Context: an optimization exercise on an open-source flow, tuned for small area, a short achievable clock period and few clock cycles per item. The choices shown serve that exercise and are no tape-out recipe. Where RTL was checked, it was by simulation tests only, not by an equivalence proof against the original. The RTL of runs 5 and 6 was laid out without a check of its function. Power figures rest on the tool's default switching activity, not on a simulated workload.

--- flow/design.v ---
`timescale 1ns / 1ps
module fa3(input x, input y, input z, output s, output c);
    assign s = x ^ y ^ z;
    assign c = (x & y) | (x & z) | (y & z);
endmodule
module ha2(input x, input y, output s, output c);
    assign s = x ^ y;
    assign c = x & y;
endmodule
`timescale 1ns / 1ps
module function_calculator(
    input clk_i,
    input rst_i,
    input [15:0] sw_i,
    input start_i,
    output busy_o,
    output [15:0] y_calc
 );
    function [3:0] low4;
        input [5:0] ar;
        low4 = {ar[3] & (ar[4] ^ ar[5]), ar[4] & ~ar[3], 1'b0, ar[3]} + ar[2:0];
    endfunction
    wire [7:0] b_i = sw_i[7:0];
    wire [2:0] r_d = (b_i >= 8'd216) ? 3'd6 :
                     (b_i >= 8'd125) ? 3'd5 :
                     (b_i >= 8'd64)  ? 3'd4 :
                     (b_i >= 8'd27)  ? 3'd3 :
                     (b_i >= 8'd8)   ? 3'd2 :
                     (b_i >= 8'd1)   ? 3'd1 : 3'd0;
    reg [7:0] aa;
    reg [2:0] rr;
    always @(posedge clk_i) begin
        if (rst_i) begin
            aa <= 8'd0;
            rr <= 3'd0;
        end else if (start_i) begin
            aa <= sw_i[15:8];
            rr <= r_d;
        end
    end
    wire n0 = aa[2] & ~aa[1];
    wire n1 = aa[2] & aa[1];
    wire n2 = aa[3] & ~aa[2];
    wire n3 = aa[3] & aa[2];
    wire n4 = aa[4] & ~aa[3];
    wire n5 = aa[4] & aa[3];
    wire n6 = aa[5] & ~aa[4];
    wire n7 = aa[5] & aa[4];
    wire n8 = aa[6] & ~aa[5];
    wire n9 = aa[6] & aa[5];
    wire n10 = aa[7] & ~aa[6];
    wire n11 = aa[7] & aa[6];
    wire n12 = aa[0] & aa[3];
    wire n13 = aa[0] & aa[4];
    wire n14 = aa[0] & aa[5];
    wire n15 = aa[0] & aa[6];
    wire n16 = aa[0] & aa[7];
    wire n17 = aa[1] & aa[3];
    wire n18 = aa[1] & aa[4];
    wire n19 = aa[1] & aa[5];
    wire n20 = aa[1] & aa[6];
    wire n21 = aa[1] & aa[7];
    wire n22 = aa[2] & aa[4];
    wire n23 = aa[2] & aa[5];
    wire n24 = aa[2] & aa[6];
    wire n25 = aa[2] & aa[7];
    wire n26 = aa[3] & aa[5];
    wire n27 = aa[3] & aa[6];
    wire n28 = aa[3] & aa[7];
    wire n29 = aa[4] & aa[6];
    wire n30 = aa[4] & aa[7];
    wire n31 = aa[5] & aa[7];
    wire n32 = aa[0] & aa[1] & aa[2];
    wire n33, n34;
    ha2 un33 (.x(n3), .y(n15), .s(n33), .c(n34));
    wire n35, n36;
    fa3 un35 (.x(n4), .y(n16), .z(n20), .s(n35), .c(n36));
    wire n37, n38;
    fa3 un37 (.x(n5), .y(n21), .z(n24), .s(n37), .c(n38));
    wire n39, n40;
    ha2 un39 (.x(n6), .y(n25), .s(n39), .c(n40));
    wire n41, n42;
    ha2 un41 (.x(n7), .y(n28), .s(n41), .c(n42));
    wire n43, n44;
    ha2 un43 (.x(n0), .y(n12), .s(n43), .c(n44));
    wire n45, n46;
    fa3 un45 (.x(n1), .y(n13), .z(n17), .s(n45), .c(n46));
    wire n47, n48;
    fa3 un47 (.x(n2), .y(n14), .z(n18), .s(n47), .c(n48));
    wire n49, n50;
    fa3 un49 (.x(n19), .y(n22), .z(n33), .s(n49), .c(n50));
    wire n51, n52;
    fa3 un51 (.x(n23), .y(n34), .z(n35), .s(n51), .c(n52));
    wire n53, n54;
    fa3 un53 (.x(n26), .y(n36), .z(n37), .s(n53), .c(n54));
    wire n55, n56;
    fa3 un55 (.x(n27), .y(n38), .z(n39), .s(n55), .c(n56));
    wire n57, n58;
    fa3 un57 (.x(n29), .y(n40), .z(n41), .s(n57), .c(n58));
    wire n59, n60;
    fa3 un59 (.x(n8), .y(n30), .z(n42), .s(n59), .c(n60));
    wire n61, n62;
    ha2 un61 (.x(n9), .y(n31), .s(n61), .c(n62));
    wire n63, n64;
    ha2 un63 (.x(n32), .y(n43), .s(n63), .c(n64));
    wire n65, n66;
    ha2 un65 (.x(n44), .y(n45), .s(n65), .c(n66));
    wire n67, n68;
    ha2 un67 (.x(n46), .y(n47), .s(n67), .c(n68));
    wire n69, n70;
    ha2 un69 (.x(n48), .y(n49), .s(n69), .c(n70));
    wire n71, n72;
    ha2 un71 (.x(n50), .y(n51), .s(n71), .c(n72));
    wire n73, n74;
    ha2 un73 (.x(n52), .y(n53), .s(n73), .c(n74));
    wire n75, n76;
    ha2 un75 (.x(n54), .y(n55), .s(n75), .c(n76));
    wire n77, n78;
    ha2 un77 (.x(n56), .y(n57), .s(n77), .c(n78));
    wire n79, n80;
    ha2 un79 (.x(n58), .y(n59), .s(n79), .c(n80));
    wire n81, n82;
    ha2 un81 (.x(n60), .y(n61), .s(n81), .c(n82));
    wire n83, n84;
    ha2 un83 (.x(n10), .y(n62), .s(n83), .c(n84));
    wire n85 = n64 | (n63 & 1'b0);
    wire n86 = n63 & 1'b0;
    wire n87 = n68 | (n67 & n66);
    wire n88 = n67 & n65;
    wire n89 = n72 | (n71 & n70);
    wire n90 = n71 & n69;
    wire n91 = n76 | (n75 & n74);
    wire n92 = n75 & n73;
    wire n93 = n80 | (n79 & n78);
    wire n94 = n79 & n77;
    wire n95 = n84 | (n83 & n82);
    wire n96 = n83 & n81;
    wire n97 = n66 | (n65 & n85);
    wire n98 = n65 & n86;
    wire n99 = n87 | (n88 & n85);
    wire n100 = n88 & n86;
    wire n101 = n74 | (n73 & n89);
    wire n102 = n73 & n90;
    wire n103 = n91 | (n92 & n89);
    wire n104 = n92 & n90;
    wire n105 = n82 | (n81 & n93);
    wire n106 = n81 & n94;
    wire n107 = n95 | (n96 & n93);
    wire n108 = n96 & n94;
    wire n109 = n70 | (n69 & n99);
    wire n110 = n69 & n100;
    wire n111 = n89 | (n90 & n99);
    wire n112 = n90 & n100;
    wire n113 = n101 | (n102 & n99);
    wire n114 = n102 & n100;
    wire n115 = n103 | (n104 & n99);
    wire n116 = n104 & n100;
    wire n117 = 1'b0 | (n11 & n107);
    wire n118 = n11 & n108;
    wire n119 = n78 | (n77 & n115);
    wire n120 = n77 & n116;
    wire n121 = n93 | (n94 & n115);
    wire n122 = n94 & n116;
    wire n123 = n105 | (n106 & n115);
    wire n124 = n106 & n116;
    wire n125 = n107 | (n108 & n115);
    wire n126 = n108 & n116;
    wire n127 = n117 | (n118 & n115);
    wire n128 = n118 & n116;
    wire n129 = n65 ^ n85;
    wire n130 = n67 ^ n97;
    wire n131 = n69 ^ n99;
    wire n132 = n71 ^ n109;
    wire n133 = n73 ^ n111;
    wire n134 = n75 ^ n113;
    wire n135 = n77 ^ n115;
    wire n136 = n79 ^ n119;
    wire n137 = n81 ^ n121;
    wire n138 = n83 ^ n123;
    wire n139 = n11 ^ n125;
    wire [11:0] hi = {n139, n138, n137, n136, n135, n134, n133, n132, n131, n130, n129, n63};
    assign y_calc = {hi, low4({aa[2:0], rr})};
    assign busy_o = 1'b0;
endmodule
--- flow/flow/run.sh ---
#!/bin/bash
# Standard layout, with the port buffers inserted as buf_1 cells instead of
# the resizer's default choice (clkdlybuf4s50_1, larger and slower).
set -euo pipefail
echo 'export BUFFER_PORTS_ARGS = -buffer_cell sky130_fd_sc_hd__buf_1' >> config.mk
bash standard.sh > standard.log 2>&1
--- flow/config.mk ---
export PLATFORM = sky130hd
export DESIGN_NAME = function_calculator
export DESIGN_NICKNAME = function_calculator
export VERILOG_FILES = /design/flow/design.v
export SDC_FILE = /design/flow/constraint.sdc
export NUM_CORES = 4
export LEC_CHECK = 0
export ABC_AREA = 1
export CAP_MARGIN = 20
export CORE_MARGIN = 2
export CORE_UTILIZATION = 40
export SETUP_SLACK_MARGIN = 1.0
export SLEW_MARGIN = 20
export SYNTH_HIERARCHICAL = 1
export SYNTH_MINIMUM_KEEP_SIZE = 0
export BUFFER_PORTS_ARGS = -buffer_cell sky130_fd_sc_hd__buf_1
--- flow/standard.sh ---
#!/bin/bash
# synth_recipe.tcl (not shown) runs the flow's synth.tcl, then flattens the netlist and writes it again
# the make line also repeats each setting of config.mk as NAME=value (left out here)
make -C /OpenROAD-flow-scripts/flow DESIGN_CONFIG=/design/flow/config.mk WORK_HOME=/design/flow/orfs CLKGATE_MAP_FILE= SYNTH_SCRIPT=/design/flow/synth_recipe.tcl "${@:-finish}"
--- flow/constraint.sdc ---
create_clock -name core_clock -period 5.0 [get_ports {clk_i}]
set_input_delay 1.0000 -clock core_clock [delete_from_list [all_inputs] [get_ports {clk_i}]]
set_output_delay 1.0000 -clock core_clock [all_outputs]
set_load 0.01 [all_outputs]
==> flow_metrics.env, run 1 <==
export IMPL_status="no timing/DRC/antenna violations"
export IMPL_fin_setup_tns_ps=0
export IMPL_drtIter0Drc=42
export IMPL_finalCritPeriodShare_pct=77.5
export IMPL_crit_path_top_delay_cell="fa_1"
export IMPL_yosysUniqueCellTypes=26
export IMPL_clk_latency_ps=230
export IMPL_synth_seq_cells=11
export IMPL_cts_sinks=11
export IMPL_crit_fanout=5
export IMPL_postLayoutCoreUtil_pct=47.2
export IMPL_synthMostInstantiatedCell="nand2_1"
export IMPL_antenna_found_initial=0
export IMPL_grt_pass1_vias=1273
export IMPL_rsz0062_at_grt="yes"
export IMPL_cp_buffers_inverters=2
export IMPL_grt_use_total_pct=14.1
export IMPL_start_kind="flop"
export IMPL_synth_area_leaders="ha_1, nand2_1, dfxtp_1, fa_1, inv_1"
export IMPL_io_buffer_count=34
export IMPL_die_h_um=67.8
export IMPL_syn_area_per_cell_um2=6.73
export IMPL_r2r_slack_ps=4230
export IMPL_cts_tree="done"
export IMPL_viasPerCell=4.53
export IMPL_post_route_min_period_ps=3870
export IMPL_vias=1433
export IMPL_nNetsFinal=320
export IMPL_worstPathArrival_ps=2870
export IMPL_route_detailed_drc=0
export IMPL_slowest_delay_ps=560
export IMPL_hold_class="reg2reg"
export IMPL_grt_pass1_wl_um=5030
export IMPL_hold_viol_final=0
export IMPL_synth_largest_area_cell="ha_1"
export IMPL_power_internal_uw=196
export IMPL_fillers=435
export IMPL_cts_path_max_buffers=2
export IMPL_clkSlewWorstSetupHoldPaths_ps=50
export IMPL_first_pass_iters=4
export IMPL_synth_seq_area_share_pct=13.5
export IMPL_dieArea_mm2=0.00460
export IMPL_leakagePower_uw=0.00117
export IMPL_finalMaxSlewViolations=0
export IMPL_synth_edf_count=0
export IMPL_ir_drop_mv=0.111
export IMPL_routed_wl_um=2890
export IMPL_hold_buffers=0
export IMPL_cp_top_family="adder cells"
export IMPL_async_reset_ff_share_pct=0
export IMPL_ys_dominant_reg_cell="dfxtp_1"
export IMPL_place_ws_ps=1050
export IMPL_start_util_pct=41.0
export IMPL_synth_nets=295
export IMPL_ios=36
export IMPL_crit_path_end="y_calc[12]"
export IMPL_grt_overflow=0
export IMPL_n_antenna_cell=0
export IMPL_clock_skew_final_ps=0
export IMPL_fp_dieW_um=67.8
export IMPL_pwr_share_seq_pct=34.5
export IMPL_fin_cells=316
export IMPL_cp_end_kind="output port"
export IMPL_crit_chain="nand2_2, inv_2, fa_1, fa_1, ha_4, a21oi_2, nor2_1, nor2_1, nand2_2, ha_4, nor2_4, xnor2_1, buf_2"
export IMPL_max_freq_ghz=0.258
export IMPL_cts_root_buf="clkbuf_8"
export IMPL_placed_cells=306
export IMPL_ys_warn_count=7
export IMPL_antenna_left=0
export IMPL_pwr_share_comb_pct=35.8
export IMPL_drv_cap=0
export IMPL_required_ps=4000
export IMPL_cp_num_cells=13
export IMPL_routedWlPerCell_um=9.13
export IMPL_p_per_area_mw_per_mm2=160
export IMPL_cts_buffers=3
export IMPL_worstReg2RegStart="aa[0]"
export IMPL_ys_top_cells_by_count="nand2_1, inv_1, ha_1"
export IMPL_gp_congestion=0.799
export IMPL_drive_gt1_share_pct=13.5
export IMPL_syn_to_final_growth_pct=15.1
export IMPL_cts_htree_levels=1
export IMPL_critPathLaunch="aa[7]"
export IMPL_regToRegEndpoint="aa[0]"
export IMPL_setup_ws_ps=1130
export IMPL_core_area_mm2=0.00397
export IMPL_place_hpwl_um=2310
export IMPL_p_sw_uw=104
export IMPL_grt_max_degree=18
export IMPL_netlist_area_mm2=0.00163
export IMPL_std_cell_rows=23
export IMPL_path_class="reg2out"
export IMPL_switching_share_pct=34.7
export IMPL_clock_power_share_pct=29.7
export IMPL_yosys_area_top_type_share_pct=18.4
export IMPL_rr_worst_depth=3
export IMPL_setup_violations=0
export IMPL_netlist_instances=242
==> worst reg2reg max path, delay by kind of cell (launching register included) <==
| kind | cells | cell delay [ps] |
|---|---|---|
| AO/OA/AOI/OAI | 1 | 60 |
| buffers and inverters | 2 | 220 |
| flip-flops | 1 | 360 |
==> registers in the layout, indices dropped and copies added (netlist names) <==
name  flops
aa        8
rr        3
==> per-layer routing <==
layer,up-vias,GRT usage (%),wire [um]
met2,23,25.0,1390
li1,777,-,-
met5,-,0,0
met4,0,5.25,43
met3,4,1.50,73
met1,629,17.5,1380
==> power by group through the flow <==
stage	logic (uW)	registers [uW]	clock network, uW
finish	107	104	89.1
global route	126	105	95.9
CTS	98.5	106	90.4
detailed placement	95.1	107	0
global placement	95.2	107	0
floorplan	94.0	99.4	0
==> cell type report <==
| class | count | area, um2 | area share [%] |
|---|---|---|---|
| multi-input combinational | 165 | 1160 | 61.9 |
| timing repair buffer | 40 | 186 | 9.95 |
| inverter | 46 | 173 | 9.21 |
| clock buffer | 4 | 45.0 | 2.40 |
| tap | 50 | 62.6 | 3.34 |
| sequential | 11 | 248 | 13.2 |
==> modules after synthesis, one instance, submodules excluded <==
| module | cell area (um2) | cells inside | times used | flip-flops and latches |
|---|---|---|---|---|
| function_calculator | 1230 | 216 | 1 | 11 |
| fa3 | 20.0 | 1 | 10 | 0 |
| ha2 | 12.5 | 1 | 16 | 0 |
==> cells in the final DEF, fill, tap and decap left out, drive strengths merged <==
master,instances
a21o,2
xnor2,3
a21oi,14
nand2,65
fa,10
conb,1
nand3,5
dfxtp,11
nor3,1
nand3b,1
inv,46
buf,39
ha,24
a31oi,2
clkbuf,5
o21bai,1
a31o,1
nor2,22
o21ai,10
xor2,3
==> through the flow <==
step	power (uW)	hold WS [ps]	area, um2
after global routing	327	516	1870
final	300	480	1870
after detailed placement	202	477	1680
after floorplan	193	442	1630
after global placement	202	478	1680
after CTS	295	485	1750
==> worst min-delay path by stage <==
stage / to / startpoint / cells after the start / slack, ps
floorplan: rr[0] / rr[0] / 2 / 440
global placement: rr[0] / rr[0] / 2 / 480
detailed placement: rr[0] / rr[0] / 2 / 480
CTS: rr[0] / rr[0] / 2 / 490
global route: rr[0] / rr[0] / 2 / 520
finish: rr[0] / rr[0] / 2 / 480
==> repair_timing <==
| action | CTS | global route |
|---|---|---|
| pin swaps | 1 | 14 |
| gates resized for setup | 10 | 26 |
| setup buffers | 0 | 6 |
| endpoints found under the setup margin | 3 | 5 |
==> kinds of logic after synthesis <==
group	count (synthesis)	share of synthesized area [%]
adder cells (fa/ha/maj)	34	30.7
AND/OR/NAND/NOR	94	22.5
AO/OA/AOI/OAI	30	10.4
XOR/XNOR	6	3.23
other	1	0.230
buffers and inverters	66	19.4
flip-flops	11	13.5
Testbench counts, summed over its fixed seeds: cycles 1,280, items 1,280.
==> run 2, diff against run 1 <==
--- a/flow/config.mk
+++ b/flow/config.mk
@@ -6,5 +6,5 @@
 export NUM_CORES = 4
 export LEC_CHECK = 0
-export ABC_AREA = 1
+export ABC_AREA = 0
 export CAP_MARGIN = 20
 export CORE_MARGIN = 2
==> run 2 against run 1 <==
  * Register-to-register slack got worse by 30 ps
  * Setup slack got worse by 180 ps
  * Non-clock buffer count is 1 higher
  * Critical path depth is 3 lower
  * Synthesized area shrank 5.9%
  * Power is 11% lower
  * First-iteration DRC count down 79%
  * Clock skew unchanged
  * Wire length fell by 7.1%
  * Clock-buffer cell count is the same
  * Hold slack better by 16 ps
  * Sequential cell count unchanged
  * Highest routed layer unchanged
==> flow_metrics.env, run 2 <==
export IMPL_synth_seq_cells=11
export IMPL_pwr_share_seq_pct=37.1
export IMPL_start_util_pct=41.8
export IMPL_grt_use_total_pct=14.5
export IMPL_cp_end_kind="output port"
export IMPL_largest_register="aa"
export IMPL_crit_chain="and2_4, fa_1, fa_1, ha_4, o211ai_2, o211ai_1, a21oi_2, and2b_1, xor2_1, buf_2"
export IMPL_vias=1226
export IMPL_synth_seq_area_share_pct=14.4
export IMPL_crit_fanout=3
export IMPL_clock_skew_final_ps=0
export IMPL_synth_nets=227
export IMPL_hold_viol_final=0
export IMPL_cp_num_cells=10
export IMPL_gp_congestion=0.784
export IMPL_finalCritPeriodShare_pct=81.1
export IMPL_post_route_min_period_ps=4060
export IMPL_fin_setup_tns_ps=0
export IMPL_cts_path_max_buffers=2
export IMPL_routedWlPerCell_um=10.6
export IMPL_slew_headroom_pct=48.6
export IMPL_clock_power_share_pct=32.3
export IMPL_switching_share_pct=30.1
export IMPL_ys_top_cells_by_count="and2_1, ha_1, nor2_1"
export IMPL_p_sw_uw=80.7
export IMPL_slowest_delay_ps=560
export IMPL_leakagePower_uw=0.000897
export IMPL_synth_largest_area_cell="ha_1"
export IMPL_top_regs="aa x8, rr x3"
export IMPL_cp_common_cell="fa_1"
export IMPL_antenna_left=0
export IMPL_viasPerCell=4.87
export IMPL_core_area_mm2=0.00366
export IMPL_layout_commonest_cell="buf_1"
export IMPL_max_freq_ghz=0.247
export IMPL_clk_latency_ps=230
export IMPL_required_ps=4000
export IMPL_regToRegEndpoint="aa[6]"
export IMPL_die_h_um=65.9
export IMPL_pwr_share_comb_pct=30.6
export IMPL_p_per_area_mw_per_mm2=148
export IMPL_yosysUniqueCellTypes=33
export IMPL_fp_dieW_um=65.9
export IMPL_largest_reg_flops=8
export IMPL_hold_class="reg2reg"
export IMPL_start_kind="flop"
export IMPL_whs_ps=496
export IMPL_r2r_slack_ps=4200
export IMPL_n_antenna_cell=0
export IMPL_synth_area_leaders="ha_1, dfxtp_1, fa_1, and2_1, buf_4"
export IMPL_rr_worst_depth=3
export IMPL_status="no timing/DRC/antenna violations"
export IMPL_async_reset_ff_share_pct=0
export IMPL_power_internal_uw=187
export IMPL_worst_slew_pin_slew_ps=770
export IMPL_grt_pass1_wl_um=5020
export IMPL_netlist_area_mm2=0.00153
export IMPL_min_path_cells=2
export IMPL_netlist_instances=174
export IMPL_grt_overflow=0
export IMPL_route_detailed_drc=0
export IMPL_totalPowerFinal_uw=268
export IMPL_worstReg2RegStart="aa[6]"
export IMPL_clkSlewWorstSetupHoldPaths_ps=50
export IMPL_setup_ws_ps=944
export IMPL_cp_top_family="adder cells"
export IMPL_antenna_found_initial=0
export IMPL_hold_end="rr[1]"
export IMPL_final_cell_area_mm2=0.00182
export IMPL_finalMaxSlewViolations=0
export IMPL_drv_cap=0
export IMPL_path_class="reg2out"
export IMPL_crit_path_top_delay_cell="fa_1"
export IMPL_hold_buffers=0
export IMPL_nNetsFinal=258
export IMPL_std_cell_rows=22
export IMPL_cp_buffers_inverters=1
export IMPL_ys_warn_count=7
export IMPL_cts_buffers=3
export IMPL_place_area_mm2=0.00161
export IMPL_place_hpwl_um=2130
export IMPL_drive_gt1_share_pct=19.1
export IMPL_min_delay_start="rr[1]"
export IMPL_syn_to_final_growth_pct=18.5
export IMPL_worstPathArrival_ps=3060
export IMPL_final_cell_mix="buf_1, and2_1, ha_1"
export IMPL_yosys_area_top_type_share_pct=19.6
export IMPL_ios=36
export IMPL_place_ws_ps=787
export IMPL_setup_violations=0
export IMPL_syn_area_per_cell_um2=8.80
export IMPL_dieArea_mm2=0.00434
export IMPL_routed_wl_um=2680
export IMPL_io_buffer_count=34
export IMPL_drtIter0Drc=9
export IMPL_rsz0062_at_grt="yes"
export IMPL_first_pass_iters=4
export IMPL_ys_dominant_reg_cell="dfxtp_1"
export IMPL_cts_root_buf="clkbuf_8"
export IMPL_synth_edf_count=0
export IMPL_cts_tree="done"
export IMPL_cts_sinks=11
export IMPL_grt_pass1_vias=1237
export IMPL_synthMostInstantiatedCell="and2_1"
export IMPL_ir_drop_mv=0.161
export IMPL_grt_max_degree=15
export IMPL_cts_htree_levels=1
run 2: cells by family (layout without fill, tap and decap cells):
group,Yosys count,count (layout),synth area share [%]
other,1,1,0.245
XOR/XNOR,9,9,5.15
adder cells (fa/ha/maj),34,34,32.7
AO/OA/AOI/OAI,30,30,13.1
multiplexers,8,8,5.23
AND/OR/NAND/NOR,63,63,21.6
buffers and inverters,18,48,7.68
flip-flops,11,11,14.4
run 2: through the flow:
step                      util (%)  cells
after CTS                     48.1    251
after floorplan                  -    174
after global routing          49.6    252
after global placement        44.1    241
after detailed placement      44.1    241
final                         49.6    252
run 2: how the worst max path moves through the flow:
| stage | start | to | slack (ps) |
|---|---|---|---|
| 6_report | aa[0] | y_calc[15] | 940 |
| 5_1_grt | aa[0] | y_calc[12] | 820 |
| 4_1_cts | aa[1] | y_calc[15] | 960 |
| 3_5_place_dp | aa[0] | y_calc[12] | 790 |
| 3_3_place_gp | aa[0] | y_calc[12] | 840 |
| 2_1_floorplan | aa[0] | y_calc[12] | 1020 |
run 2: power groups by stage:
stage | registers, uW | clock network (uW) | logic (uW)
floorplan | 101 | 0 | 61.5
global placement | 104 | 0 | 71.0
detailed placement | 104 | 0 | 70.4
CTS | 100 | 88.4 | 79.5
global route | 101 | 94.8 | 93.7
finish | 99.5 | 86.7 | 82.1
run 2: cell type report:
type | count | area [um2]
Clock buffer | 4 | 45.0
Fill cell | 368 | 1850
Inverter | 3 | 11.3
Multi-Input combinational cell | 145 | 1270
Sequential cell | 11 | 244
Tap cell | 48 | 60.1
Timing Repair Buffer | 41 | 186
run 2: per-module statistics from Yosys, one instance, submodules excluded:
module / times used / area (um2)
ha2: 16 / 12.5
function_calculator: 1 / 1130
fa3: 10 / 20.0
run 2: layer usage:
metal,wire length (um),vias to the layer above,part of all wire [%],track usage (%)
met4,27,0,1.0,3.13
met2,1290,18,48,26.6
met3,68,4,2.5,2.04
met1,1290,563,48,17.6
li1,-,641,-,-
met5,0,-,0,0
run 2: worst register-to-register path, stage by stage, from the launching register on:
cell and delay, ps:
dfxtp_4 350, buf_4 150, mux2i_1 130, nor2_1 50
run 2: what timing repair did:
item / in CTS / in global routing
endpoints found under the hold margin: 0 / 0
setup endpoints to repair: 6 / 5
cloned: 0 / 0
pin swaps: 10 / 10
setup buffers: 6 / 1
resized for setup: 22 / 16
==> run 3, diff against run 2 <==
--- a/flow/config.mk
+++ b/flow/config.mk
@@ -10,5 +10,5 @@
 export CORE_MARGIN = 2
 export CORE_UTILIZATION = 40
-export SETUP_SLACK_MARGIN = 1.0
+export SETUP_SLACK_MARGIN = 1.5
 export SLEW_MARGIN = 20
 export SYNTH_HIERARCHICAL = 1
==> run 3 against run 2 <==
  * Still clean on timing, DRC and antenna
  * Power is 3.8% higher
  * Hold slack improved by 16 ps
  * Register-to-register slack worse by 60 ps
  * Cell area grew 6.6%
  * Synthesized cell count unchanged
  * Global-route usage up 1.4 points
  * Wire length up 19%
  * Setup slack improved by 53 ps
  * Final cell count increased by 2.0%
  * Critical path type unchanged
  * Highest routed layer unchanged
==> flow_metrics.env, run 3 <==
export IMPL_pwr_share_comb_pct=32.4
export IMPL_synth_seq_cells=11
export IMPL_ys_dominant_reg_cell="dfxtp_1"
export IMPL_route_detailed_drc=0
export IMPL_power_internal_uw=193
export IMPL_synthSimpleGateAreaFrac_pct=21.6
export IMPL_grt_max_degree=15
export IMPL_std_cell_rows=22
export IMPL_path_class="reg2out"
export IMPL_grt_pass1_vias=1327
export IMPL_hold_viol_final=0
export IMPL_synth_edf_count=0
export IMPL_cp_common_cell="fa_1"
export IMPL_crit_fanout=3
export IMPL_grt_pass1_wl_um=5540
export IMPL_synthAdderAreaFrac_pct=32.7
export IMPL_routed_wl_um=3190
export IMPL_core_area_mm2=0.00366
export IMPL_p_sw_uw=85.1
export IMPL_cts_sinks=11
export IMPL_p_per_area_mw_per_mm2=144
export IMPL_worst_slew_pin_slew_ps=779
export IMPL_totalPowerFinal_uw=278
export IMPL_r2r_slack_ps=4140
export IMPL_largest_reg_flops=8
export IMPL_postLayoutCoreUtil_pct=52.9
export IMPL_clock_power_share_pct=31.0
export IMPL_crit_path_top_delay_cell="fa_1"
export IMPL_ir_drop_mv=0.144
export IMPL_async_reset_ff_share_pct=0
export IMPL_crit_chain="and2_4, fa_1, fa_1, ha_4, a21oi_4, o21ai_2, a21oi_2, o21ai_1, ha_1, nor2_1, xnor2_1, buf_2"
export IMPL_hold_buffers=0
export IMPL_synth_xor_area_share_pct=5.15
export IMPL_place_hpwl_um=2400
export IMPL_syn_area_per_cell_um2=8.80
export IMPL_cts_buffers=3
export IMPL_worstPathArrival_ps=3000
export IMPL_required_ps=4000
export IMPL_n_antenna_cell=0
export IMPL_dieArea_mm2=0.00434
export IMPL_post_route_min_period_ps=4000
export IMPL_syn_to_final_growth_pct=26.4
export IMPL_clkSlewWorstSetupHoldPaths_ps=50
export IMPL_hold_class="reg2reg"
export IMPL_switching_share_pct=30.6
export IMPL_yosysUniqueCellTypes=33
export IMPL_synth_seq_area_share_pct=14.4
export IMPL_top_regs="aa x8, rr x3"
export IMPL_drive_gt1_share_pct=26.3
export IMPL_gp_congestion=0.748
export IMPL_nNetsFinal=263
export IMPL_layout_commonest_cell="buf_1"
export IMPL_slew_headroom_pct=48.1
export IMPL_io_buffer_count=34
export IMPL_finalMaxSlewViolations=0
export IMPL_pwr_share_seq_pct=36.6
export IMPL_die_h_um=65.9
export IMPL_whs_ps=512
export IMPL_largest_register="aa"
export IMPL_clock_skew_final_ps=0
export IMPL_drtIter0Drc=11
export IMPL_synth_compound_gate_area_share_pct=13.1
export IMPL_netlist_instances=174
export IMPL_cts_htree_levels=1
export IMPL_slowest_delay_ps=540
export IMPL_cts_tree="done"
export IMPL_ys_warn_count=7
export IMPL_antenna_found_initial=0
export IMPL_antenna_left=0
export IMPL_first_pass_iters=2
export IMPL_final_cell_mix="buf_1, and2_1, ha_1"
export IMPL_grt_use_total_pct=15.9
export IMPL_ios=36
export IMPL_start_kind="flop"
export IMPL_synth_top_family_by_area="adder cells"
export IMPL_rsz0062_at_grt="yes"
export IMPL_cts_path_max_buffers=2
export IMPL_synthMuxAreaShare_pct=5.23
export IMPL_clk_latency_ps=230
export IMPL_place_area_mm2=0.00166
export IMPL_status="no timing/DRC/antenna violations"
export IMPL_fin_setup_tns_ps=0
export IMPL_cp_end_kind="output port"
export IMPL_yosys_area_top_type_share_pct=19.6
export IMPL_grt_overflow=0
export IMPL_vias=1273
export IMPL_final_cell_area_mm2=0.00194
export IMPL_synth_nets=227
export IMPL_max_freq_ghz=0.250
export IMPL_fp_dieW_um=65.9
export IMPL_setup_violations=0
export IMPL_cts_root_buf="clkbuf_8"
export IMPL_ys_top_cells_by_count="and2_1, ha_1, nor2_1"
export IMPL_synth_area_leaders="ha_1, dfxtp_1, fa_1, and2_1, buf_4"
export IMPL_synthMostInstantiatedCell="and2_1"
export IMPL_netlist_area_mm2=0.00153
export IMPL_routedWlPerCell_um=12.4
export IMPL_synth_largest_area_cell="ha_1"
export IMPL_finalCritPeriodShare_pct=80.1
export IMPL_viasPerCell=4.95
export IMPL_drv_cap=0
export IMPL_start_util_pct=41.8
export IMPL_leakagePower_uw=0.000942
run 3: cell counts after synthesis:
No cell type changed its count.
run 3: final cells by class:
type | instances | area [um2]
clock buffer | 4 | 45.0
fill | 363 | 1730
inverter | 3 | 11.3
multi-input combinational | 145 | 1330
sequential | 11 | 241
tap | 48 | 60.1
timing repair buffer | 46 | 251
run 3: per-layer routing:
layer	routed length (um)	track usage (%)	part of all wire [%]
met1	1370	18.8	43
met2	1750	30.4	55
met3	44	1.19	1.4
met4	27	3.91	0.85
met5	0	0	0
run 3: repair_timing:
| action | in CTS | in global routing |
|---|---|---|
| pin swaps | 11 | 11 |
| setup buffers | 9 | 3 |
| resized for setup | 18 | 22 |
| setup endpoints to repair | 8 | 10 |
run 3: logic make-up (layout without fill, tap and decap cells):
group,Yosys count,count (layout)
adder cells (fa/ha/maj),34,34
buffers and inverters,18,53
multiplexers,8,8
AND/OR/NAND/NOR,63,63
XOR/XNOR,9,9
AO/OA/AOI/OAI,30,30
flip-flops,11,11
other,1,1
run 3: metrics by stage:
stage               std cells  setup slack [ps]
floorplan                 174              1320
global placement          241              1170
detailed placement        241              1110
CTS                       254               958
global route              257               803
finish                    257               997
run 3: worst max-delay path, delay by kind of cell (launching register included):
kind | cells | cell delay, ps
adder cells (fa/ha/maj) | 4 | 1420
AO/OA/AOI/OAI | 4 | 460
flip-flops | 1 | 340
AND/OR/NAND/NOR | 2 | 260
buffers and inverters | 1 | 140
XOR/XNOR | 1 | 120
run 3: Yosys stat by module (local to each module, per instance):
module | cells | copies in the design | flip-flops and latches | cell area [um2]
function_calculator | 148 | 1 | 11 | 1130
ha2 | 1 | 16 | 0 | 12.5
fa3 | 1 | 10 | 0 | 20.0
run 3: power by group through the flow:
stage	Sequential, uW	Combinational (uW)	Clock, uW
5_1_grt	103	101	95.5
6_report	102	90.1	86.3
4_1_cts	103	83.0	89.2
3_5_place_dp	105	75.1	0
3_3_place_gp	105	72.9	0
2_1_floorplan	102	65.1	0
run 3: final timing paths:
check	depth (start not counted)	endpoint	startpoint
worst min-delay path	2	rr[2]	rr[2]
worst max-delay path	12	y_calc[12]	aa[1]
worst max register to register	4	aa[1]	aa[1]
worst min register to register	2	rr[2]	rr[2]
==> run 4, diff against run 3 <==
--- a/flow/config.mk
+++ b/flow/config.mk
@@ -6,5 +6,5 @@
 export NUM_CORES = 4
 export LEC_CHECK = 0
-export ABC_AREA = 0
+export ABC_AREA = 1
 export CAP_MARGIN = 20
 export CORE_MARGIN = 2
==> run 4 against run 3 <==
  * Non-clock buffer count down 2
  * Sequential share of layout area up 0.26 points
  * Wire length down 4.2%
  * Cell area increased by 0.52%
  * Largest power group is now combinational logic
==> flow_metrics.env, run 4 <==
export IMPL_status="no timing/DRC/antenna violations"
export IMPL_final_cell_mix="nand2_1, inv_1, buf_1"
export IMPL_clock_skew_final_ps=0
export IMPL_drive_gt1_share_pct=18.9
export IMPL_antenna_found_initial=0
export IMPL_path_class="reg2out"
export IMPL_routed_wl_um=3060
export IMPL_netlist_instances=242
export IMPL_p_per_area_mw_per_mm2=159
export IMPL_fp_dieW_um=67.8
export IMPL_cts_buffers=3
export IMPL_ys_top_cells_by_count="nand2_1, inv_1, ha_1"
export IMPL_synth_area_leaders="ha_1, nand2_1, dfxtp_1, fa_1, inv_1"
export IMPL_ys_dominant_reg_cell="dfxtp_1"
export IMPL_worstPathArrival_ps=2850
export IMPL_cts_root_buf="clkbuf_8"
export IMPL_grt_overflow=0
export IMPL_hold_viol_final=0
export IMPL_grt_met2_usage_pct=27.9
export IMPL_core_area_mm2=0.00397
export IMPL_crit_path_top_delay_cell="fa_1"
export IMPL_std_cell_rows=23
export IMPL_route_detailed_drc=0
export IMPL_ir_drop_mv=0.120
export IMPL_required_ps=4000
export IMPL_clk_latency_ps=230
export IMPL_crit_fanout=3
export IMPL_drv_cap=0
export IMPL_clkSlewWorstSetupHoldPaths_ps=50
export IMPL_synthMostInstantiatedCell="nand2_1"
export IMPL_antenna_left=0
export IMPL_grt_pass1_wl_um=5340
export IMPL_synth_seq_area_share_pct=13.5
export IMPL_netlist_area_mm2=0.00163
export IMPL_largest_register="aa"
export IMPL_cts_tree="done"
export IMPL_post_route_min_period_ps=3850
export IMPL_n_antenna_cell=0
export IMPL_hold_class="reg2reg"
export IMPL_async_reset_ff_share_pct=0
export IMPL_start_kind="flop"
export IMPL_leakagePower_uw=0.00120
export IMPL_grt_use_total_pct=14.9
export IMPL_synth_largest_area_cell="ha_1"
export IMPL_nNetsFinal=324
export IMPL_ios=36
export IMPL_grt_most_used_layer="met2"
export IMPL_gp_congestion=0.784
export IMPL_crit_chain="nand2_2, inv_2, fa_1, fa_1, ha_4, a21oi_4, nor2_1, nor2_1, nand2_2, ha_4, nor2_4, xnor2_2, buf_2"
export IMPL_top_regs="aa x8, rr x3"
export IMPL_vias=1447
export IMPL_finalMaxSlewViolations=0
export IMPL_start_util_pct=41.0
export IMPL_grt_met3_usage_pct=1.17
export IMPL_routedWlPerCell_um=9.56
export IMPL_fin_setup_tns_ps=0
export IMPL_drtIter0Drc=19
export IMPL_grt_pass1_vias=1352
export IMPL_first_pass_iters=4
export IMPL_dieArea_mm2=0.00460
export IMPL_syn_to_final_growth_pct=19.5
export IMPL_cp_end_kind="output port"
export IMPL_synth_nets=295
export IMPL_ys_warn_count=7
export IMPL_slowest_delay_ps=540
export IMPL_viasPerCell=4.52
export IMPL_layout_commonest_cell="nand2_1"
export IMPL_synth_seq_cells=11
export IMPL_grt_max_degree=18
export IMPL_die_h_um=67.8
export IMPL_met1_usage_pct=18.5
export IMPL_yosysUniqueCellTypes=26
export IMPL_largest_reg_flops=8
export IMPL_place_hpwl_um=2390
export IMPL_finalCritPeriodShare_pct=76.9
export IMPL_cts_sinks=11
export IMPL_rsz0062_at_grt="yes"
export IMPL_max_freq_ghz=0.260
export IMPL_postLayoutCoreUtil_pct=49.0
export IMPL_yosys_area_top_type_share_pct=18.4
export IMPL_cts_htree_levels=1
export IMPL_setup_violations=0
export IMPL_synth_edf_count=0
export IMPL_syn_area_per_cell_um2=6.73
export IMPL_io_buffer_count=34
export IMPL_cts_path_max_buffers=2
run 4: through the flow:
stage | power, uW | hold WS (ps) | instances | instance area, um2 | setup slack, ps
finish | 310 | 475 | 320 | 1950 | 1150
global route | 339 | 514 | 320 | 1950 | 999
CTS | 308 | 474 | 319 | 1890 | 1130
detailed placement | 206 | 466 | 306 | 1700 | 1180
global placement | 205 | 467 | 306 | 1700 | 1220
floorplan | 198 | 442 | 242 | 1670 | 1390
run 4: critical path: cells and delay by family (launching register included):
kind                     cells  cell delay (ps)
AO/OA/AOI/OAI                1              120
XOR/XNOR                     1              110
adder cells (fa/ha/maj)      4             1440
buffers and inverters        2              180
flip-flops                   1              350
AND/OR/NAND/NOR              5              430
run 4: modules after synthesis (local to each module, per instance):
module / area (um2) / times used
fa3: 20.0 / 10
function_calculator: 1230 / 1
ha2: 12.5 / 16
run 4: cells by family after synthesis:
family	share of synthesized area [%]
compound gates	10.4
xor+xnor	3.23
fa+ha+maj	30.7
buf+inv	19.4
flops	13.5
other cells	0.230
simple gates	22.5
run 4: layout make-up:
cell class | count | area [um2]
Sequential cell | 11 | 248
Clock buffer | 4 | 45.0
Tap cell | 50 | 62.6
Timing Repair Buffer | 44 | 219
Inverter | 46 | 173
Multi-Input combinational cell | 165 | 1200
Fill cell | 423 | 2030
run 4: path summary, 6_finish.rpt:
path / startpoint / endpoint / slack (ps) / depth (start not counted)
worst min-delay path: rr[0] / rr[0] / 480 / 2
worst max-delay path: aa[1] / y_calc[12] / 1150 / 13
worst max register to register: aa[1] / aa[1] / 4200 / 3
worst min register to register: rr[0] / rr[0] / 480 / 2
run 4: power by group:
part / total, uW / internal (uW) / switching (uW)
registers: 102 / 93.7 / 8.43
logic: 123 / 56.1 / 66.7
clock network: 85.2 / 55.6 / 29.5
run 4: timing repair:
item | 4_1_cts | 5_1_grt
gates resized for setup | 28 | 12
pin swaps | 9 | 14
buffers inserted | 9 | 1
hold buffers | 0 | 0
endpoints found under the setup margin | 8 | 8
run 4: routing by layer:
metal  wire, um  share of wire (%)
met5          0                  0
met4         12               0.39
met3         77                2.5
met2       1520                 50
met1       1440                 47
==> run 5, diff against run 4 <==
--- a/flow/design.v
+++ b/flow/design.v
@@ -15,5 +15,5 @@
     input start_i,
     output busy_o,
-    output [15:0] y_calc
+    output reg [15:0] y_calc
  );
     function [3:0] low4;
@@ -28,15 +28,5 @@
                      (b_i >= 8'd8)   ? 3'd2 :
                      (b_i >= 8'd1)   ? 3'd1 : 3'd0;
-    reg [7:0] aa;
-    reg [2:0] rr;
-    always @(posedge clk_i) begin
-        if (rst_i) begin
-            aa <= 8'd0;
-            rr <= 3'd0;
-        end else if (start_i) begin
-            aa <= sw_i[15:8];
-            rr <= r_d;
-        end
-    end
+    wire [7:0] aa = sw_i[15:8];
     wire n0 = aa[2] & ~aa[1];
     wire n1 = aa[2] & aa[1];
@@ -180,5 +170,10 @@
     wire n139 = n11 ^ n125;
     wire [11:0] hi = {n139, n138, n137, n136, n135, n134, n133, n132, n131, n130, n129, n63};
-    assign y_calc = {hi, low4({aa[2:0], rr})};
+    always @(posedge clk_i) begin
+        if (rst_i)
+            y_calc <= 16'd0;
+        else if (start_i)
+            y_calc <= {hi, low4({aa[2:0], r_d})};
+    end
     assign busy_o = 1'b0;
 endmodule
--- a/flow/config.mk
+++ b/flow/config.mk
@@ -10,5 +10,4 @@
 export CORE_MARGIN = 2
 export CORE_UTILIZATION = 40
-export SETUP_SLACK_MARGIN = 1.5
 export SLEW_MARGIN = 20
 export SYNTH_HIERARCHICAL = 1
==> run 5 against run 4 <==
  * First-iteration DRC count rose to 3.7 times the previous value
  * Synthesized cell count rose by 15%
  * Die area increased by 10%
  * Via count up 13%
  * Non-clock buffer count shrank 10
  * Clock power is 8.2% higher
  * Sequential cell count increased by 5
  * Combinational power rose by 51%
  * Synthesized area up 11%
==> flow_metrics.env, run 5 <==
export IMPL_start_util_pct=41.4
export IMPL_drv_cap=0
export IMPL_path_class="in2reg"
export IMPL_layout_commonest_cell="nand2_1"
export IMPL_final_cell_mix="nand2_1, inv_1, nor2_1"
export IMPL_cp_buffers_inverters=3
export IMPL_worstReg2RegStart="y_calc[6]"
export IMPL_min_delay_start="y_calc[4]"
export IMPL_core_area_mm2=0.00435
export IMPL_routedWlPerCell_um=10.0
export IMPL_hold_class="reg2reg"
export IMPL_crit_path_top_delay_cell="fa_1"
export IMPL_ys_warn_count=7
export IMPL_rsz0062_at_grt="no"
export IMPL_largest_register="y_calc"
export IMPL_cts_sinks=16
export IMPL_hold_viol_final=0
export IMPL_leakagePower_uw=0.00124
export IMPL_synth_edf_count=0
export IMPL_ys_top_cells_by_count="nand2_1, inv_1, nor2_1"
export IMPL_io_buffer_count=34
export IMPL_syn_to_final_growth_pct=9.86
export IMPL_cp_end_kind="flop"
export IMPL_n_antenna_cell=0
export IMPL_ir_drop_mv=0.179
export IMPL_netlist_area_mm2=0.00180
export IMPL_cts_buffers=3
export IMPL_antenna_found_initial=0
export IMPL_worst_slew_pin_slew_ps=896
export IMPL_cts_setup_buffers=0
export IMPL_clock_skew_final_ps=0
export IMPL_antenna_left=0
export IMPL_cts_resized_gates=0
export IMPL_dieArea_mm2=0.00506
export IMPL_ys_dominant_reg_cell="dfxtp_1"
export IMPL_clkSlewWorstSetupHoldPaths_ps=60
export IMPL_drive_gt1_share_pct=2.62
export IMPL_synth_area_leaders="dfxtp_1, ha_1, nand2_1, inv_1, fa_1"
export IMPL_min_path_cells=2
export IMPL_grt_pass1_wl_um=6330
export IMPL_grt_most_used_layer="met2"
export IMPL_place_hpwl_um=3000
export IMPL_syn_area_per_cell_um2=6.46
export IMPL_yosys_area_top_type_share_pct=17.8
export IMPL_start_kind="primary input"
export IMPL_post_route_min_period_ps=3670
export IMPL_synth_largest_area_cell="dfxtp_1"
export IMPL_netlist_instances=279
export IMPL_fp_dieW_um=71.1
export IMPL_fin_setup_tns_ps=0
export IMPL_finalMaxSlewViolations=0
export IMPL_vias=1636
export IMPL_hold_buffers=0
export IMPL_postLayoutCoreUtil_pct=45.5
export IMPL_nNetsFinal=360
export IMPL_top_regs="y_calc x16"
export IMPL_cts_htree_levels=1
export IMPL_grt_use_total_pct=15.3
export IMPL_worstPathArrival_ps=3810
export IMPL_met1_usage_pct=19.8
export IMPL_grt_met2_usage_pct=27.7
export IMPL_cts_path_max_buffers=2
export IMPL_die_h_um=71.1
export IMPL_first_pass_iters=4
export IMPL_rr_worst_depth=4
export IMPL_slew_headroom_pct=40.3
export IMPL_synthMostInstantiatedCell="nand2_1"
export IMPL_cts_tree="done"
export IMPL_crit_chain="buf_1, inv_1, nor2_1, fa_1, fa_1, ha_1, nand2_1, nand2_1, a21oi_2, nand2_2, ha_1, nor2_1, xnor2_1, o21ai_0, inv_1"
export IMPL_max_freq_ghz=0.272
export IMPL_async_reset_ff_share_pct=0
export IMPL_finalCritPeriodShare_pct=73.5
export IMPL_grt_met3_usage_pct=2.99
export IMPL_drtIter0Drc=70
export IMPL_clk_latency_ps=240
export IMPL_slowest_delay_ps=470
export IMPL_cp_top_family="adder cells"
export IMPL_synth_seq_cells=16
export IMPL_std_cell_rows=24
export IMPL_gp_congestion=0.816
export IMPL_p_per_area_mw_per_mm2=216
export IMPL_routed_wl_um=3570
export IMPL_cts_root_buf="clkbuf_8"
export IMPL_ios=36
export IMPL_required_ps=5130
export IMPL_yosysUniqueCellTypes=24
export IMPL_hold_end="y_calc[4]"
export IMPL_setup_violations=0
export IMPL_largest_reg_flops=16
export IMPL_r2r_slack_ps=4280
export IMPL_synth_nets=332
export IMPL_route_detailed_drc=0
export IMPL_regToRegEndpoint="y_calc[6]"
export IMPL_grt_max_degree=23
export IMPL_synth_seq_area_share_pct=17.8
export IMPL_totalPowerFinal_uw=427
export IMPL_grt_pass1_vias=1494
export IMPL_viasPerCell=4.58
export IMPL_grt_overflow=0
export IMPL_status="no timing/DRC/antenna violations"
export IMPL_crit_fanout=9
[run 5: layout make-up]
cell class / instances / area, um2
clock buffer: 3 / 41.3
timing repair buffer: 34 / 128
tap: 52 / 65.1
inverter: 62 / 233
sequential: 16 / 320
multi-input combinational: 190 / 1190
fill: 501 / 2370
[run 5: worst reg2reg max path: stages (launching register included)]
cell	delay, ps
dfxtp_1	320
nor2_1	90
nor2_1	50
o21ai_0	100
inv_1	60
[run 5: metal layers]
layer	up-vias	part of all wire (%)
met5	-	0
met4	0	0
met3	0	3.6
met2	28	49
met1	732	47
li1	876	-
[run 5: stage by stage]
stage | cells | worst slack [ps] | area, um2 | hold WS [ps]
floorplan | 279 | 1400 | 1800 | 485
CTS | 357 | 1350 | 1980 | 464
global placement | 354 | 1190 | 1940 | 452
detailed placement | 354 | 1090 | 1940 | 454
global route | 357 | 1090 | 1980 | 474
finish | 357 | 1330 | 1980 | 461
[run 5: cells by family (layout without fill, tap and decap cells)]
family          Yosys count  after routing  share of synthesized area, %
simple gates            129            129                          28.7
fa+ha+maj                34             34                          27.8
buf+inv                  73             99                          16.0
other cells               1              1                         0.208
xor+xnor                  5              5                          2.43
compound gates           21             21                          7.08
flops                    16             16                          17.8
[run 5: power by group]
group / switching (uW) / total (uW) / internal [uW]
sequential: 7.48 / 149 / 142
clock: 38.9 / 92.2 / 53.3
combinational: 113 / 186 / 72.6
total: 159 / 427 / 268
[run 5: how the worst max path moves through the flow]
stage | start | end | slack, ps | cells past startpoint
2_1_floorplan | sw_i[12] | y_calc[12] | 1400 | 15
3_3_place_gp | sw_i[12] | y_calc[12] | 1190 | 15
3_5_place_dp | sw_i[12] | y_calc[12] | 1090 | 15
4_1_cts | sw_i[12] | y_calc[12] | 1350 | 15
5_1_grt | sw_i[12] | y_calc[12] | 1090 | 15
6_report | sw_i[12] | y_calc[12] | 1330 | 15
[run 5: modules after synthesis (local to each module, per instance)]
module,times used,flip-flops and latches,area (um2),cells inside
function_calculator,1,16,1400,253
fa3,10,0,20.0,1
ha2,16,0,12.5,1
==> run 6, diff against run 5 <==
--- a/flow/config.mk
+++ b/flow/config.mk
@@ -6,5 +6,5 @@
 export NUM_CORES = 4
 export LEC_CHECK = 0
-export ABC_AREA = 1
+export ABC_AREA = 0
 export CAP_MARGIN = 20
 export CORE_MARGIN = 2
==> run 6 against run 5 <==
  * Synthesized area decreased by 7.8%
  * First-iteration DRC count down 40%
  * Cell area shrank 5.6%
  * Final cell count down 26%
  * Global-route usage rose by 0.85 points
  * Critical endpoint unchanged
  * Largest cell class unchanged
==> flow_metrics.env, run 6 <==
export IMPL_antenna_found_initial=0
export IMPL_n_antenna_cell=0
export IMPL_syn_to_final_growth_pct=12.5
export IMPL_place_area_mm2=0.00183
export IMPL_crit_path_end="y_calc[12]"
export IMPL_ys_dominant_reg_cell="dfxtp_1"
export IMPL_crit_chain="buf_1, and2_1, fa_1, fa_1, ha_1, a21oi_1, o21ai_0, a21o_1, a21o_1, ha_1, nor2_1, xnor2_1, mux2i_1, nor2_1"
export IMPL_required_ps=5110
export IMPL_top_layer_used="met4"
export IMPL_core_area_mm2=0.00400
export IMPL_worstPathArrival_ps=4030
export IMPL_cts_htree_levels=1
export IMPL_ios=36
export IMPL_dr_wl_met3_um=112
export IMPL_die_h_um=68.4
export IMPL_r2r_slack_ps=4110
export IMPL_drtIter0Drc=42
export IMPL_slew_headroom_pct=34.3
export IMPL_rsz0062_at_grt="no"
export IMPL_setup_violations=0
export IMPL_cp_end_kind="flop"
export IMPL_netlist_instances=182
export IMPL_gp_congestion=0.764
export IMPL_post_route_min_period_ps=3920
export IMPL_placed_cells=261
export IMPL_synth_area_leaders="dfxtp_1, ha_1, fa_1, and2_1, mux2i_1"
export IMPL_finalCritPeriodShare_pct=78.5
export IMPL_fp_dieW_um=68.4
export IMPL_worst_slew_pin_slew_ps=986
export IMPL_vias=1352
export IMPL_final_cell_area_mm2=0.00187
export IMPL_largest_register="y_calc"
export IMPL_ys_warn_count=7
export IMPL_status="no timing/DRC/antenna violations"
export IMPL_fin_setup_tns_ps=0
export IMPL_critPathLaunch="sw_i[8]"
export IMPL_hold_buffers=0
export IMPL_grt_use_total_pct=16.1
export IMPL_final_cell_mix="buf_1, and2_1, ha_1"
export IMPL_synth_largest_area_cell="dfxtp_1"
export IMPL_totalPowerFinal_uw=437
export IMPL_layout_commonest_cell="buf_1"
export IMPL_first_pass_iters=3
export IMPL_grt_pass1_vias=1314
export IMPL_top_regs="y_calc x16"
export IMPL_synth_seq_cells=16
export IMPL_place_hpwl_um=2750
export IMPL_routed_wl_um=3350
export IMPL_dieArea_mm2=0.00468
export IMPL_start_kind="primary input"
export IMPL_route_detailed_drc=0
export IMPL_cp_num_cells=14
export IMPL_grt_pass1_wl_um=5800
export IMPL_wl_met2_um=1550
export IMPL_grt_overflow=0
export IMPL_start_util_pct=41.5
export IMPL_cts_setup_buffers=0
export IMPL_antenna_left=0
export IMPL_cp_top_family="adder cells"
export IMPL_clock_skew_final_ps=0
export IMPL_regToRegEndpoint="y_calc[3]"
export IMPL_crit_fanout=9
export IMPL_clk_latency_ps=240
export IMPL_drive_gt1_share_pct=3.74
export IMPL_finalMaxSlewViolations=0
export IMPL_synth_nets=235
export IMPL_cts_resized_gates=0
export IMPL_crit_path_top_delay_cell="fa_1"
export IMPL_cts_tree="done"
export IMPL_met1_length_um=1670
export IMPL_cp_buffers_inverters=1
export IMPL_routedWlPerCell_um=12.7
export IMPL_syn_area_per_cell_um2=9.12
export IMPL_yosys_area_top_type_share_pct=19.3
export IMPL_nNetsFinal=269
export IMPL_async_reset_ff_share_pct=0
export IMPL_netlist_area_mm2=0.00166
export IMPL_max_freq_ghz=0.255
export IMPL_drv_cap=0
export IMPL_cts_sinks=16
export IMPL_slowest_delay_ps=470
export IMPL_cts_buffers=3
export IMPL_cts_path_max_buffers=2
export IMPL_grt_max_degree=19
export IMPL_synth_edf_count=0
export IMPL_rr_worst_depth=2
export IMPL_std_cell_rows=23
export IMPL_clkSlewWorstSetupHoldPaths_ps=60
export IMPL_hold_class="reg2reg"
export IMPL_io_buffer_count=34
export IMPL_fin_cells=264
export IMPL_synth_seq_area_share_pct=19.3
export IMPL_viasPerCell=5.12
export IMPL_largest_reg_flops=16
export IMPL_cts_root_buf="clkbuf_8"
export IMPL_worstReg2RegStart="y_calc[3]"
export IMPL_p_per_area_mw_per_mm2=234
export IMPL_path_class="in2reg"
export IMPL_ir_drop_mv=0.119
export IMPL_hold_viol_final=0
export IMPL_leakagePower_uw=0.000880
export IMPL_ys_top_cells_by_count="and2_1, ha_1, dfxtp_1, nor2_1"
export IMPL_yosysUniqueCellTypes=37
-- run 6: cell type report --
cell class | count | area [um2]
fill | 415 | 2130
multi-input combinational | 158 | 1310
sequential | 16 | 320
timing repair buffer | 34 | 128
tap | 50 | 62.6
clock buffer | 3 | 41.3
inverter | 3 | 11.3
-- run 6: power breakdown --
| part | switching [uW] | internal, uW |
|---|---|---|
| logic | 106 | 85.0 |
| registers | 8.13 | 144 |
| clock network | 40.2 | 53.3 |
-- run 6: logic make-up after synthesis --
family	after synthesis	share of synthesized area [%]
AO/OA/AOI/OAI	30	11.7
XOR/XNOR	10	5.28
adder cells (fa/ha/maj)	35	30.7
buffers and inverters	8	2.11
flip-flops	16	19.3
multiplexers	10	6.03
other	1	0.226
AND/OR/NAND/NOR	72	24.6
-- run 6: per-layer routing --
metal  GRT usage [%]  up-vias
met2            26.7       22
li1                -      699
met1            22.0      629
met3            1.81        2
met4            4.50        0
met5               0        -
-- run 6: worst min path at each step --
stage / from / end / slack, ps / cells past startpoint
floorplan: y_calc[15] / y_calc[15] / 480 / 2
global placement: y_calc[15] / y_calc[15] / 450 / 2
detailed placement: y_calc[15] / y_calc[15] / 450 / 2
CTS: y_calc[15] / y_calc[15] / 470 / 2
global route: y_calc[14] / y_calc[14] / 510 / 2
finish: y_calc[15] / y_calc[15] / 470 / 2
-- run 6: worst min-delay path, cell delays in order (launching register included) --
cell and delay [ps]:
dfxtp_1 330, nand2_1 50, o21ai_0 60
-- run 6: metrics by stage --
stage | hold slack (ps) | utilization (%) | worst slack (ps)
2_1_floorplan | 483 | - | 1210
3_3_place_gp | 447 | 45.7 | 870
3_5_place_dp | 453 | 45.7 | 797
4_1_cts | 470 | 46.7 | 1060
5_1_grt | 510 | 46.7 | 726
6_report | 467 | 46.7 | 1080
-- run 6: modules after synthesis, one instance, submodules excluded --
| module | area (um2) | cells | copies in the design | flops+latches |
|---|---|---|---|---|
| fa3 | 20.0 | 1 | 10 | 0 |
| function_calculator | 1260 | 156 | 1 | 16 |
| ha2 | 12.5 | 1 | 16 | 0 |
==> run 7, diff against run 6 <==
--- a/flow/design.v
+++ b/flow/design.v
@@ -15,5 +15,5 @@
     input start_i,
     output busy_o,
-    output reg [15:0] y_calc
+    output [15:0] y_calc
  );
     function [3:0] low4;
@@ -28,5 +28,15 @@
                      (b_i >= 8'd8)   ? 3'd2 :
                      (b_i >= 8'd1)   ? 3'd1 : 3'd0;
-    wire [7:0] aa = sw_i[15:8];
+    reg [7:0] aa;
+    reg [2:0] rr;
+    always @(posedge clk_i) begin
+        if (rst_i) begin
+            aa <= 8'd0;
+            rr <= 3'd0;
+        end else if (start_i) begin
+            aa <= sw_i[15:8];
+            rr <= r_d;
+        end
+    end
     wire n0 = aa[2] & ~aa[1];
     wire n1 = aa[2] & aa[1];
@@ -170,10 +180,5 @@
     wire n139 = n11 ^ n125;
     wire [11:0] hi = {n139, n138, n137, n136, n135, n134, n133, n132, n131, n130, n129, n63};
-    always @(posedge clk_i) begin
-        if (rst_i)
-            y_calc <= 16'd0;
-        else if (start_i)
-            y_calc <= {hi, low4({aa[2:0], r_d})};
-    end
+    assign y_calc = {hi, low4({aa[2:0], rr})};
     assign busy_o = 1'b0;
 endmodule
==> flow/flow/run.sh (replaced) <==
#!/bin/bash
# Standard layout, with the port buffers inserted as buf_1 cells instead of
# the resizer's default choice (clkdlybuf4s50_1, larger and slower), and a
# smaller clock tree (no sink clustering, no dummy loads).
set -euo pipefail
echo 'export BUFFER_PORTS_ARGS = -buffer_cell sky130_fd_sc_hd__buf_1' >> config.mk
echo 'export CTS_ARGS = -buf_list sky130_fd_sc_hd__clkbuf_4 -root_buf sky130_fd_sc_hd__clkbuf_4 -dont_use_dummy_load -repair_clock_nets' >> config.mk
bash standard.sh > standard.log 2>&1
--- a/flow/config.mk
+++ b/flow/config.mk
@@ -6,5 +6,5 @@
 export NUM_CORES = 4
 export LEC_CHECK = 0
-export ABC_AREA = 0
+export ABC_AREA = 1
 export CAP_MARGIN = 20
 export CORE_MARGIN = 2
@@ -14,2 +14,3 @@
 export SYNTH_MINIMUM_KEEP_SIZE = 0
 export BUFFER_PORTS_ARGS = -buffer_cell sky130_fd_sc_hd__buf_1
+export CTS_ARGS = -buf_list sky130_fd_sc_hd__clkbuf_4 -root_buf sky130_fd_sc_hd__clkbuf_4 -dont_use_dummy_load -repair_clock_nets
==> run 7 against run 6 <==
  * Fmax is 6.8% lower
  * First-iteration DRC count is 9.5% lower
  * Clock power is 41% lower
  * Via count is 0.89% higher
  * Combinational power is 51% lower
  * Sequential share of layout area is 4.2 points lower
  * Largest power group is now sequential cells
  * Global-route usage is 2.5 points lower
  * Critical path type is now reg2out
  * Clock-buffer cell count stayed put
==> flow_metrics.env, run 7 <==
export IMPL_status="no timing/DRC/antenna violations"
export IMPL_ys_warn_count=7
export IMPL_nNetsFinal=314
export IMPL_synth_largest_area_cell="ha_1"
export IMPL_synth_nets=295
export IMPL_fillers=453
export IMPL_p_per_area_mw_per_mm2=149
export IMPL_hold_viol_final=0
export IMPL_start_kind="flop"
export IMPL_netlist_area_mm2=0.00163
export IMPL_routed_wl_um=2670
export IMPL_synth_compound_gate_area_share_pct=10.4
export IMPL_grt_pass1_wl_um=4970
export IMPL_std_cell_rows=23
export IMPL_r2r_slack_ps=4200
export IMPL_final_cell_mix="nand2_1, inv_1, buf_1"
export IMPL_required_ps=4000
export IMPL_ir_drop_mv=0.0948
export IMPL_totalPowerFinal_uw=254
export IMPL_yosysUniqueCellTypes=26
export IMPL_fp_dieW_um=67.8
export IMPL_top_regs="aa x8, rr x3"
export IMPL_drv_cap=0
export IMPL_largest_reg_flops=8
export IMPL_min_path_cells=2
export IMPL_synth_area_leaders="ha_1, nand2_1, dfxtp_1, fa_1, inv_1"
export IMPL_netlist_instances=242
export IMPL_slowest_delay_ps=470
export IMPL_synth_seq_area_share_pct=13.5
export IMPL_cts_setup_buffers=0
export IMPL_power_internal_uw=159
export IMPL_crit_chain="inv_1, nor2_1, fa_1, fa_1, ha_1, a21oi_2, nor2_1, nor2_1, nand2_2, ha_1, nor2_1, xnor2_1, buf_1"
export IMPL_syn_area_per_cell_um2=6.73
export IMPL_hold_buffers=0
export IMPL_switching_share_pct=37.1
export IMPL_cp_end_kind="output port"
export IMPL_clock_skew_final_ps=0
export IMPL_cp_buffers_inverters=2
export IMPL_finalCritPeriodShare_pct=84.2
export IMPL_routedWlPerCell_um=8.63
export IMPL_cts_buffers=3
export IMPL_ys_dominant_reg_cell="dfxtp_1"
export IMPL_seq_area_um2=220
export IMPL_clkSlewWorstSetupHoldPaths_ps=70
export IMPL_cts_root_buf="clkbuf_4"
export IMPL_setup_violations=0
export IMPL_synthSimpleGateAreaFrac_pct=22.5
export IMPL_ios=36
export IMPL_synth_top_family_by_area="adder cells"
export IMPL_synth_seq_cells=11
export IMPL_synthMostInstantiatedCell="nand2_1"
export IMPL_place_hpwl_um=2310
export IMPL_yosys_area_top_type_share_pct=18.4
export IMPL_multi_input_area_mm2=0.00109
export IMPL_async_reset_ff_share_pct=0
export IMPL_post_route_min_period_ps=4210
export IMPL_clk_latency_ps=260
export IMPL_drtIter0Drc=38
export IMPL_rsz0062_at_grt="no"
export IMPL_finalMaxSlewViolations=0
export IMPL_clock_power_share_pct=21.7
export IMPL_io_buffer_count=34
export IMPL_first_pass_iters=4
export IMPL_cts_sinks=11
export IMPL_vias=1364
export IMPL_layout_commonest_cell="nand2_1"
export IMPL_drive_gt1_share_pct=2.70
export IMPL_synth_xor_area_share_pct=3.23
export IMPL_max_freq_ghz=0.237
export IMPL_worstPathArrival_ps=3210
export IMPL_grt_use_total_pct=13.7
export IMPL_synth_edf_count=0
export IMPL_path_class="reg2out"
export IMPL_cts_path_max_buffers=2
export IMPL_pwr_share_comb_pct=36.9
export IMPL_synthAdderAreaFrac_pct=30.7
export IMPL_cp_common_cell="nor2_1"
export IMPL_rr_worst_depth=2
export IMPL_die_h_um=67.8
export IMPL_core_area_mm2=0.00397
export IMPL_crit_fanout=9
export IMPL_leakagePower_uw=0.00111
export IMPL_cts_tree="done"
export IMPL_crit_path_top_delay_cell="dfxtp_1"
export IMPL_dieArea_mm2=0.00460
export IMPL_gp_congestion=0.799
export IMPL_n_antenna_cell=0
export IMPL_synthMuxAreaShare_pct=0
export IMPL_ys_top_cells_by_count="nand2_1, inv_1, ha_1"
export IMPL_cts_resized_gates=0
export IMPL_start_util_pct=41.0
export IMPL_hold_class="reg2reg"
export IMPL_antenna_found_initial=0
export IMPL_fin_setup_tns_ps=0
export IMPL_pwr_share_seq_pct=41.4
export IMPL_cp_num_cells=13
export IMPL_syn_to_final_growth_pct=4.30
export IMPL_grt_max_degree=18
export IMPL_viasPerCell=4.41
export IMPL_antenna_left=0
export IMPL_grt_pass1_vias=1275
export IMPL_cp_top_family="adder cells"
export IMPL_cts_htree_levels=1
export IMPL_largest_register="aa"
export IMPL_p_sw_uw=94.2
export IMPL_route_detailed_drc=0
export IMPL_grt_overflow=0
## run 7: kinds of logic (layout without fill, tap and decap cells)
family	Yosys count	count (layout)
other	1	1
XOR/XNOR	6	6
AO/OA/AOI/OAI	30	30
buffers and inverters	66	83
AND/OR/NAND/NOR	94	94
flip-flops	11	11
adder cells (fa/ha/maj)	34	34
## run 7: area by class of cell
class	count	share of cell area [%]
Clock buffer	3	1.33
Sequential cell	11	13.0
Multi-Input combinational cell	165	64.3
Tap cell	50	3.68
Inverter	46	10.2
Timing Repair Buffer	34	7.52
## run 7: tightest hold or removal path: cells and delay by family, from the launching register on
family | cells | cell delay (ps)
flops | 1 | 320
simple gates | 1 | 60
compound gates | 1 | 50
## run 7: through the flow
| step | setup WS, ps | hold slack (ps) | cell area [um2] | cells | util (%) |
|---|---|---|---|---|---|
| 2_1_floorplan | 1130 | 442 | 1630 | 242 | - |
| 3_3_place_gp | 1090 | 478 | 1680 | 306 | 42.2 |
| 3_5_place_dp | 1050 | 477 | 1680 | 306 | 42.2 |
| 4_1_cts | 751 | 488 | 1700 | 309 | 42.8 |
| 5_1_grt | 505 | 520 | 1700 | 309 | 42.8 |
| 6_report | 788 | 483 | 1700 | 309 | 42.8 |
## run 7: worst paths after layout
path / startpoint / endpoint
max: aa[4] / y_calc[12]
min: rr[0] / rr[0]
max reg2reg: aa[0] / aa[0]
min reg2reg: rr[0] / rr[0]
## run 7: power groups by stage
stage               registers [uW]  clock network (uW)  logic (uW)
floorplan                     99.4                   0        94.0
global placement               107                   0        95.2
detailed placement             107                   0        95.1
CTS                            105                58.5        95.9
global route                   107                61.7         111
finish                         105                55.1        93.5
## run 7: modules after synthesis, one instance, submodules excluded
| module | copies in the design | flip-flops and latches | cell area [um2] | cells inside |
|---|---|---|---|---|
| ha2 | 16 | 0 | 12.5 | 1 |
| function_calculator | 1 | 11 | 1230 | 216 |
| fa3 | 10 | 0 | 20.0 | 1 |
## run 7: per-layer routing
layer	wire [um]	global-route usage (%)	share of wire, %	vias up
li1	-	-	-	764
met2	1270	24.8	48	18
met4	19	4.50	0.71	0
met5	0	0	0	-
met3	60	0.500	2.2	2
met1	1310	17.4	49	580
Testbench counts of run 7, summed over its fixed seeds: cycles 1,280, items 1,280.

-- what the ideal ports hide --
Ports are ideal in the flow. The routed layouts listed here were re-timed in OpenROAD. Step 1 (the two cells are an assumption about what drives the block):
set clk [get_ports {clk_i}]
set_driving_cell -lib_cell sky130_fd_sc_hd__clkbuf_16 $clk
set_driving_cell -lib_cell sky130_fd_sc_hd__buf_2 [delete_from_list [all_inputs] $clk]
Step 2 also shifts input and output timing later by t, the mid clock arrival at the registers, as if the neighbouring blocks saw the same clock. Slacks: ideal ports / drivers / drivers and shift; pairs: ideal ports / drivers.
run	shift t [ns]	slack for setup (ns)	worst setup path at the end	clock arrival spread, ns	worst slew at a driven data input, ns
run 1	0.258	1.126 / 1.102 / 1.360	register to output	0.001 / 0.000	0.03
run 2	0.253	0.944 / 0.924 / 1.177	register to output	0.001 / 0.002	0.04
run 3	0.252	0.997 / 0.975 / 1.227	register to output	0.003 / 0.003	0.04
run 4	0.248	1.154 / 1.134 / 1.383	register to output	0.001 / 0.001	0.03
run 5	0.264	1.327 / 1.325 / 1.061	input to register	0.006 / 0.005	0.03
run 6	0.265	1.076 / 1.074 / 0.809	input to register	0.002 / 0.002	0.03
run 7	0.279	0.788 / 0.768 / 1.047	register to output	0.001 / 0.001	0.03
After both steps setup and hold are still met in every run listed. For run 6, which loses most, drivers alone change the setup slack by -0.002 ns; drivers and shift together by -0.267 ns.
